Background: an optimization exercise with open tools, aiming at small area. Do not read the settings as production practice.
Function was checked by simulation only, so behaviour that the tests miss may differ from the original.
The clock input has no modelled driver; a real chip could not lean on it and would need a root buffer or a full tree.
Power figures rest on the tool's default switching activity, not on a simulated workload.

==> delta <==
==> flow/design.v <==
module UART_top #(parameter debounce_period_Hz = 10000,
                  parameter clk_divisor = 868,
                  parameter num_bits = 8,
                  parameter parity = 0)
(
  input  logic       clk,
  input  logic       RSTn,
  input  logic       start,
  input  logic [7:0] data_in,
  output logic [7:0] data_out,
  input  logic       RX,
  output logic       TX
);
logic        s1, thr, btn;
logic [13:0] dq;
wire [13:0] dl     = dq ^ 14'h2aaa;
wire        d_x    = start ^ s1;
wire        d_last = (dl == 14'h1560);
wire [13:0] d_sh   = {dl[12:0], ^(dl & 14'h2001)};
wire [13:0] d_nx   = thr ? 14'h3ffe : (d_x && !d_last) ? 14'h3fff : d_sh;
wire        go     = thr & start & ~btn;
always_ff @(posedge clk or negedge RSTn)
  if (!RSTn) begin
    s1 <= 1'b0; thr <= 1'b0; btn <= 1'b0; dq <= 14'h1557;
  end else begin
    s1  <= start;
    thr <= d_last;
    if (thr) btn <= start;
    dq  <= d_nx ^ 14'h2aaa;
  end
localparam logic [3:0] HALF = 4'd15, IDLE = 4'd10;
function automatic logic [3:0] inc4(input logic [3:0] k, input logic a);
  inc4 = k ^ {a & k[2] & k[1] & k[0], a & k[1] & k[0], a & k[0], a};
endfunction
logic [3:0] tk;
logic [9:0] tc;
logic       txr, pre, f;
wire [9:0] tl     = tc ^ 10'h155;
wire       t_term = (tl == 10'h155);
wire       t_idle = tk[3] & tk[1] & ~tk[0];
wire       t_acc  = go;
wire [9:0] t_sh   = {tl[8:0], ^(tl & 10'h300)};
wire [9:0] t_nx   = t_acc ? 10'h141 : t_term ? 10'h4 : t_sh;
wire       par    = ^data_in;
always_comb
  if (tk[3]) f = ~tk[2] & (tk[0] | par);    
  else       f = data_in[tk[2:0]];
always_ff @(posedge clk) begin
  pre <= f;
  tc  <= t_nx ^ 10'h155;
end
always_ff @(posedge clk or negedge RSTn)
  if (!RSTn) begin
    tk <= IDLE; txr <= 1'b1;
  end else begin
    if (t_term && !t_idle) txr <= pre;
    if (t_acc) tk <= HALF;
    else       tk <= inc4(tk, t_term & ~t_idle);
  end
assign TX = txr;
logic       sr;
logic [3:0] rk;
logic [9:0] rc;
logic [7:0] dout;
wire [9:0] rl     = rc ^ 10'h155;
wire       r_term = (rl == 10'h155);
wire       r_idle = rk[3] & rk[1] & ~rk[0];
wire       r_acc  = r_idle & ~sr;
wire [9:0] r_sh   = {rl[8:0], ^(rl & 10'h300)};
wire [9:0] r_nx   = r_acc ? 10'h3e : r_term ? 10'h4 : r_sh;
always_ff @(posedge clk) rc <= r_nx ^ 10'h155;
always_ff @(posedge clk or negedge RSTn)
  if (!RSTn) begin
    sr <= 1'b1; rk <= IDLE; dout <= 8'd0;
  end else begin
    sr <= RX;
    if (r_acc) rk <= HALF;
    else       rk <= inc4(rk, r_term & ~r_idle);
    for (int i = 0; i < 8; i++)
      if (r_term && rk == i) dout[i] <= sr;
  end
assign data_out = dout;
endmodule
==> flow/flow/run.sh <==
#!/bin/bash
# The standard layout (standard.sh) with these changes:
#  - synthesis is the standard flow's script (synth_recipe.tcl) with ABC run on an
#    area-oriented script (flow/abc_area.script); registers are mapped before
#    ABC runs, so they are the standard synthesis's;
#  - the ports are buffered with the smallest buffer, sky130_fd_sc_hd__buf_1;
#  - the clock tree is one level of clock buffers (flow/cts_pre.tcl) instead
#    of TritonCTS's H-tree.
# Each step's full log is in orfs/logs/; make's own output goes to standard.log.
set -euo pipefail
here=$(pwd)
cat flow/abc_hook.tcl synth_recipe.tcl > my_synth.tcl
sed "s#SYNTH_SCRIPT=[^ ]*#SYNTH_SCRIPT=$here/my_synth.tcl#" standard.sh > my_standard.sh
grep -q "SYNTH_SCRIPT=$here/my_synth.tcl" my_standard.sh
export MY_ABC_SCRIPT="$here/flow/abc_area.script"
export BUFFER_PORTS_ARGS="-buffer_cell sky130_fd_sc_hd__buf_1"
export PRE_CTS_TCL="$here/flow/cts_pre.tcl"
bash my_standard.sh finish > standard.log 2>&1
==> flow/flow/abc_area.script <==
strash
ifraig
dc2
balance
dc2
dch -f
amap -F 8 -A 8
topo
==> flow/flow/abc_hook.tcl <==
# Run ABC with flow/abc_area.script (area-oriented mapping) in place of the
# script ORFS picks; everything else in the synthesis is the standard flow's own.
proc abc { args } {
  set i [lsearch -exact $args -script]
  if { $i >= 0 } { lset args [expr {$i + 1}] $::env(MY_ABC_SCRIPT) }
  yosys abc {*}$args
}
==> flow/flow/cts_pre.tcl <==
# Clock tree for a small design: the clock port drives a few clock buffers,
# each driving the clock pins of one group of nearby registers. Groups come
# from cutting the registers' bounding box along its longer side, again and
# again. This replaces TritonCTS, whose H-tree adds a level of buffers.
if { ![info exists cts_buf] } { set cts_buf sky130_fd_sc_hd__clkbuf_8 }
if { ![info exists cts_groups] } { set cts_groups 3 }
set block [ord::get_db_block]
set clk_net [[$block findBTerm clk] getNet]

set sinks {}
foreach it [$clk_net getITerms] {
  set inst [$it getInst]
  if { ![[$inst getMaster] isSequential] } { continue }
  set b [$inst getBBox]
  lappend sinks [list [expr {([$b xMin] + [$b xMax]) / 2}] [expr {([$b yMin] + [$b yMax]) / 2}] $it]
}

# split pts into n groups: cut along the longer side, sizes in proportion
proc split_groups { pts n } {
  if { $n <= 1 } { return [list $pts] }
  set xs [lmap p $pts { lindex $p 0 }]
  set ys [lmap p $pts { lindex $p 1 }]
  set w [expr {[tcl::mathfunc::max {*}$xs] - [tcl::mathfunc::min {*}$xs]}]
  set h [expr {[tcl::mathfunc::max {*}$ys] - [tcl::mathfunc::min {*}$ys]}]
  set idx [expr {$w >= $h ? 0 : 1}]
  set s [lsort -integer -index $idx $pts]
  set n1 [expr {$n / 2}]
  set k [expr {[llength $s] * $n1 / $n}]
  return [concat [split_groups [lrange $s 0 [expr {$k - 1}]] $n1] \
                 [split_groups [lrange $s $k end] [expr {$n - $n1}]]]
}

set groups [split_groups $sinks $cts_groups]

set master [[ord::get_db] findMaster $cts_buf]
set i 0
foreach g $groups {
  if { [llength $g] == 0 } { continue }
  set sx 0
  set sy 0
  foreach p $g {
    set sx [expr {$sx + [lindex $p 0]}]
    set sy [expr {$sy + [lindex $p 1]}]
  }
  set n [llength $g]
  set buf [odb::dbInst_create $block $master "clkbuf_leaf_$i"]
  set net [odb::dbNet_create $block "clknet_leaf_$i"]
  $net setSigType CLOCK
  [$buf findITerm A] connect $clk_net
  [$buf findITerm X] connect $net
  foreach p $g {
    set it [lindex $p 2]
    $it disconnect
    $it connect $net
  }
  $buf setLocation [expr {$sx / $n}] [expr {$sy / $n}]
  $buf setPlacementStatus PLACED
  puts "clock buffer clkbuf_leaf_$i drives $n registers"
  incr i
}

# cts.tcl calls clock_tree_synthesis next; the tree is already built.
rename clock_tree_synthesis tritoncts_unused
proc clock_tree_synthesis { args } {
  puts "clock_tree_synthesis skipped: clock buffers inserted by cts_pre.tcl"
}
==> flow/standard.sh <==
#!/bin/bash
# synth_recipe.tcl (not shown) runs the flow's synth.tcl, then flattens the netlist and writes it again
# the make line also repeats each setting of config.mk as NAME=value (left out here)
make -C /OpenROAD-flow-scripts/flow DESIGN_CONFIG=/design/flow/config.mk WORK_HOME=/design/flow/orfs CLKGATE_MAP_FILE= SYNTH_SCRIPT=/design/flow/synth_recipe.tcl "${@:-finish}"
==> flow/config.mk <==
export PLATFORM = sky130hd
export DESIGN_NAME = UART_top
export DESIGN_NICKNAME = UART_top
export VERILOG_FILES = /design/flow/design.v
export SDC_FILE = /design/flow/constraint.sdc
export NUM_CORES = 4
export LEC_CHECK = 0
export CAP_MARGIN = 20
export CORE_MARGIN = 2
export CORE_UTILIZATION = 50
export SLEW_MARGIN = 20
==> flow/constraint.sdc <==
create_clock -name core_clock -period 10.0 [get_ports {clk}]
set_input_delay 2.0000 -clock core_clock [delete_from_list [all_inputs] [get_ports {clk}]]
set_output_delay 2.0000 -clock core_clock [all_outputs]
set_load 0.01 [all_outputs]
==> inputs of garnet, as changes to delta <==
--- a/flow/design.v
+++ b/flow/design.v
@@ -14,18 +14,18 @@
 logic        s1, thr, btn;
 logic [13:0] dq;
-wire [13:0] dl     = dq ^ 14'h2aaa;
+wire [13:0] dl     = dq ^ 14'h1555;
 wire        d_x    = start ^ s1;
-wire        d_last = (dl == 14'h1560);
-wire [13:0] d_sh   = {dl[12:0], ^(dl & 14'h2001)};
-wire [13:0] d_nx   = thr ? 14'h3ffe : (d_x && !d_last) ? 14'h3fff : d_sh;
+wire        d_last = (dl == 14'h184b);
+wire [13:0] d_sh   = {dl[12:0], ~^(dl & 14'h3000)};
+wire [13:0] d_nx   = thr ? 14'h1 : (d_x && !d_last) ? 14'h0 : d_sh;
 wire        go     = thr & start & ~btn;
 always_ff @(posedge clk or negedge RSTn)
   if (!RSTn) begin
-    s1 <= 1'b0; thr <= 1'b0; btn <= 1'b0; dq <= 14'h1557;
+    s1 <= 1'b0; thr <= 1'b0; btn <= 1'b0; dq <= 14'h1556;
   end else begin
     s1  <= start;
     thr <= d_last;
     if (thr) btn <= start;
-    dq  <= d_nx ^ 14'h2aaa;
+    dq  <= d_nx ^ 14'h1555;
   end
 localparam logic [3:0] HALF = 4'd15, IDLE = 4'd10;
@@ -36,10 +36,10 @@
 logic [9:0] tc;
 logic       txr, pre, f;
-wire [9:0] tl     = tc ^ 10'h155;
-wire       t_term = (tl == 10'h155);
+wire [9:0] tl     = tc ^ 10'h2aa;
+wire       t_term = (tl == 10'h2aa);
 wire       t_idle = tk[3] & tk[1] & ~tk[0];
 wire       t_acc  = go;
-wire [9:0] t_sh   = {tl[8:0], ^(tl & 10'h300)};
-wire [9:0] t_nx   = t_acc ? 10'h141 : t_term ? 10'h4 : t_sh;
+wire [9:0] t_sh   = {tl[8:0], ^(tl & 10'h240)};
+wire [9:0] t_nx   = t_acc ? 10'h270 : t_term ? 10'h2 : t_sh;
 wire       par    = ^data_in;
 always_comb
@@ -48,5 +48,5 @@
 always_ff @(posedge clk) begin
   pre <= f;
-  tc  <= t_nx ^ 10'h155;
+  tc  <= t_nx ^ 10'h2aa;
 end
 always_ff @(posedge clk or negedge RSTn)
@@ -63,11 +63,11 @@
 logic [9:0] rc;
 logic [7:0] dout;
-wire [9:0] rl     = rc ^ 10'h155;
-wire       r_term = (rl == 10'h155);
+wire [9:0] rl     = rc ^ 10'h2aa;
+wire       r_term = (rl == 10'h2aa);
 wire       r_idle = rk[3] & rk[1] & ~rk[0];
 wire       r_acc  = r_idle & ~sr;
-wire [9:0] r_sh   = {rl[8:0], ^(rl & 10'h300)};
-wire [9:0] r_nx   = r_acc ? 10'h3e : r_term ? 10'h4 : r_sh;
-always_ff @(posedge clk) rc <= r_nx ^ 10'h155;
+wire [9:0] r_sh   = {rl[8:0], ^(rl & 10'h240)};
+wire [9:0] r_nx   = r_acc ? 10'h20f : r_term ? 10'h2 : r_sh;
+always_ff @(posedge clk) rc <= r_nx ^ 10'h2aa;
 always_ff @(posedge clk or negedge RSTn)
   if (!RSTn) begin
==> comparison table <==
metric	garnet	delta
Post-DR vias/cell	5.43	5.34
Met2 track demand over resource in global routing	0.272	0.284
Final wirelength	3460 um	3470 um
Total power consumption of the routed design	321 uW	323 uW
Critical Path Source	data_in[2]	start
Buffers plus inverters on the worst setup path	2	1
Result of the run	timing/DRC/antenna clean	timing/DRC/antenna clean
Sequential group share of total power	0.713	0.707
Setup slack of the critical path after layout	7.14 ns	6.95 ns
Cell area after placement	2200 um^2	2190 um^2
Primary FF master, synth	sky130_fd_sc_hd__dfrtp_1	sky130_fd_sc_hd__dfxtp_1
Max VDD drop	76.6 uV	118 uV
Share of layout cells above drive strength 1	0.0752	0.0796
Global routing met3 resource utilization	0.0115	0.00987
Core occupancy in the finished layout	0.564	0.561
In every run of this note, the design's own scripts or RTL, not TritonCTS, make the clock network.

==> what the ideal ports hide <==
The flow's constraints put no driver on any port. The routed layouts listed below were extracted and timed again, unchanged, in two steps.
Step 1 sets driving cells, clkbuf_16 on the clock port and buf_2 on the other inputs (assumed; they add their load-dependent delay and slew).
Step 2 moves the port delays by t, midway between the first and last clock arrival at a register: inputs arrive t later, outputs are due t later. That takes back most of the time a late clock gives input paths.
Slacks: ideal / step 1 / step 2; pairs: ideal / step 1.
run	shift t [ns]	slack for setup (ns)	pins driven straight from the clock port
delta	0.204	6.945 / 6.966 / 6.762	3
garnet	0.206	7.136 / 7.111 / 6.956	3
After both steps setup and hold are still met in every run listed. The setup slack of delta, which loses most, moves by +0.021 ns with the drivers and by -0.183 ns with both steps.
